What follows belongs to an exercise in optimizing a design on an open flow for a short achievable clock period and few clock cycles; a production flow would make more cautious choices.
Function was checked by simulation only, so behaviour that the tests miss may differ from the original.
Power and IR drop assume default switching activity.

==> inputs of indigo <==
Design top, start of the top module:
module top (
	input clk,     
	input rst_n,   
	output wire [31:0] imem_addr,
	input  wire [31:0] imem_rdata,
	output wire [31:0] dmem_addr,
	output wire [31:0] dmem_wdata,
	output wire        dmem_we,
	input  wire [31:0] dmem_rdata
);
Settings: LEC_CHECK=0, CAP_MARGIN=20, CORE_MARGIN=2, CORE_UTILIZATION=40, CTS_CLUSTER_DIAMETER=150, CTS_CLUSTER_SIZE=20, PLACE_DENSITY=0.6, SLEW_MARGIN=20, SYNTH_HIERARCHICAL=1; clock period 13.0 ns.
standard.sh (not shown) runs the stock make flow with config.mk's settings and CLKGATE_MAP_FILE= SYNTH_SCRIPT=/design/flow/synth_recipe.tcl, a recipe that flattens the netlist after the stock synthesis.
==> flow/flow/run.sh <==
#!/bin/bash
# The standard layout (standard.sh, all steps) with two changes to how
# it is made: the port buffers are buf_8 cells, and the setup repair aims for
# slack beyond the clock period so that the achieved period shrinks.
set -euo pipefail
bash standard.sh SETUP_SLACK_MARGIN=9.2 "BUFFER_PORTS_ARGS=-buffer_cell sky130_fd_sc_hd__buf_8" > standard_make.log 2>&1
==> inputs of amber, as changes to indigo <==
--- a/flow/design.v
+++ b/flow/design.v
@@ -286,11 +286,11 @@
 	resM <= resE;
 	rdM  <= rdE;
 	mulv <= mulvE;
 	daddrM  <= eldD ? immID : sumE;
 	dwdataM <= S;
-	resW <= ldM ? dmem_rdata : mulM ? mulres : resM;
+	resW <= mulM ? mulres : ldM ? dmem_rdata : resM;
 	rdW  <= rdM;
 end
 integer i;
 always @(posedge clk or negedge rst_n) begin
 	if (~rst_n) begin
@@ -313,14 +313,34 @@
 	input         cin,
 	output [31:0] g,
 	output [31:0] p,      
 	output [31:0] h       
 );
-assign h = a ^ b;
-assign g = {a[31:1] & b[31:1], (a[0] & b[0]) | (h[0] & cin)};
+wire [31:0] ab;
+xorv #(.W(32)) u_h (.a(a), .b(b), .y(h));
+andv #(.W(32)) u_g (.a(a), .b(b), .y(ab));
+assign g = {ab[31:1], ab[0] | (h[0] & cin)};
 assign p = {h[31:1], 1'b0};
 endmodule
+module xorv #(
+	parameter W = 1
+) (
+	input  [W-1:0] a,
+	input  [W-1:0] b,
+	output [W-1:0] y
+);
+assign y = a ^ b;
+endmodule
+module andv #(
+	parameter W = 1
+) (
+	input  [W-1:0] a,
+	input  [W-1:0] b,
+	output [W-1:0] y
+);
+assign y = a & b;
+endmodule
 module ks_lvl #(
 	parameter D = 1
 ) (
 	input  [31:0] gi,
 	input  [31:0] pi,
CORE_UTILIZATION = 55   (was 40)
PLACE_DENSITY = 0.7   (was 0.6)
==> comparison <==
- Between indigo and amber, the lower combinational power is in amber (gap about 7%, measured against amber).
- Between indigo and amber, the lower sequential share of layout area is in indigo (gap 0.51 points).
- Against indigo, the non-clock buffer count of amber is lower by 27.
- Count of clock-buffer cells in the layout: amber is higher than indigo (11).
- Against amber, the cell count of indigo is larger by 7.2%.
- First-iteration DRC count: amber is higher than indigo (about 14%).
- Synthesized area is about the same in indigo and amber.
==> figures <==
quantity	indigo	amber
Result of the run	finished clean	finished clean
Max-Slew Margin vs Limit	28.6%	22.9%
Clock buffer cells	144	155
Pwr Total	23.0 mW	22.0 mW
Via Count	96.9k	97.6k
Final critical path time including I/O delays and setup	4160 ps	4090 ps
Ratio of total power to cell area	172 nW/µm²	167 nW/µm²
Routed len/inst	33.5 µm	33.6 µm
Clk pin slew, worst setup/hold paths	100 ps	90 ps
Via count of the first global-routing pass	94.8k	96.0k
Utilization of the core after routing	45.1%	60.9%
Achievable frequency	0.240 GHz	0.244 GHz
DP Wirelength	325 mm	312 mm
Tightest Pin Transition	1060 ps	1140 ps
Least setup slack across all paths after layout	8840 ps	8910 ps
Testbench counts of indigo, summed over its fixed seeds: cycles 19,925.
Testbench counts of amber, summed over its fixed seeds: cycles 19,925.

==> static timing again, ports no longer ideal <==
Ports are ideal in the flow. The routed layouts listed here were re-timed in OpenROAD.
Step 1 sets driving cells, clkbuf_16 on the clock port and buf_2 on the other inputs (assumed; they add their load-dependent delay and slew).
Step 2 moves the port delays by t, midway between the first and last clock arrival at a register: inputs arrive t later, outputs are due t later. That takes back most of the time a late clock gives input paths.
Slacks: no drivers / after step 1 / after step 2; pairs: no drivers / after step 1.
| run | t (ns) | slack for setup (ns) | worst setup path after step 2 | clock arrival spread, ns | worst register clock-pin slew, ns |
|---|---|---|---|---|---|
| indigo | 0.996 | 8.837 / 8.726 / 8.096 | input to register | 0.074 / 0.073 | 0.11 / 0.11 |
| amber | 0.907 | 8.909 / 8.815 / 8.195 | input to register | 0.062 / 0.062 | 0.10 / 0.10 |
After both steps every run listed still meets setup and hold. The setup slack of indigo, which loses most, moves by -0.111 ns with the drivers and by -0.741 ns with both steps.
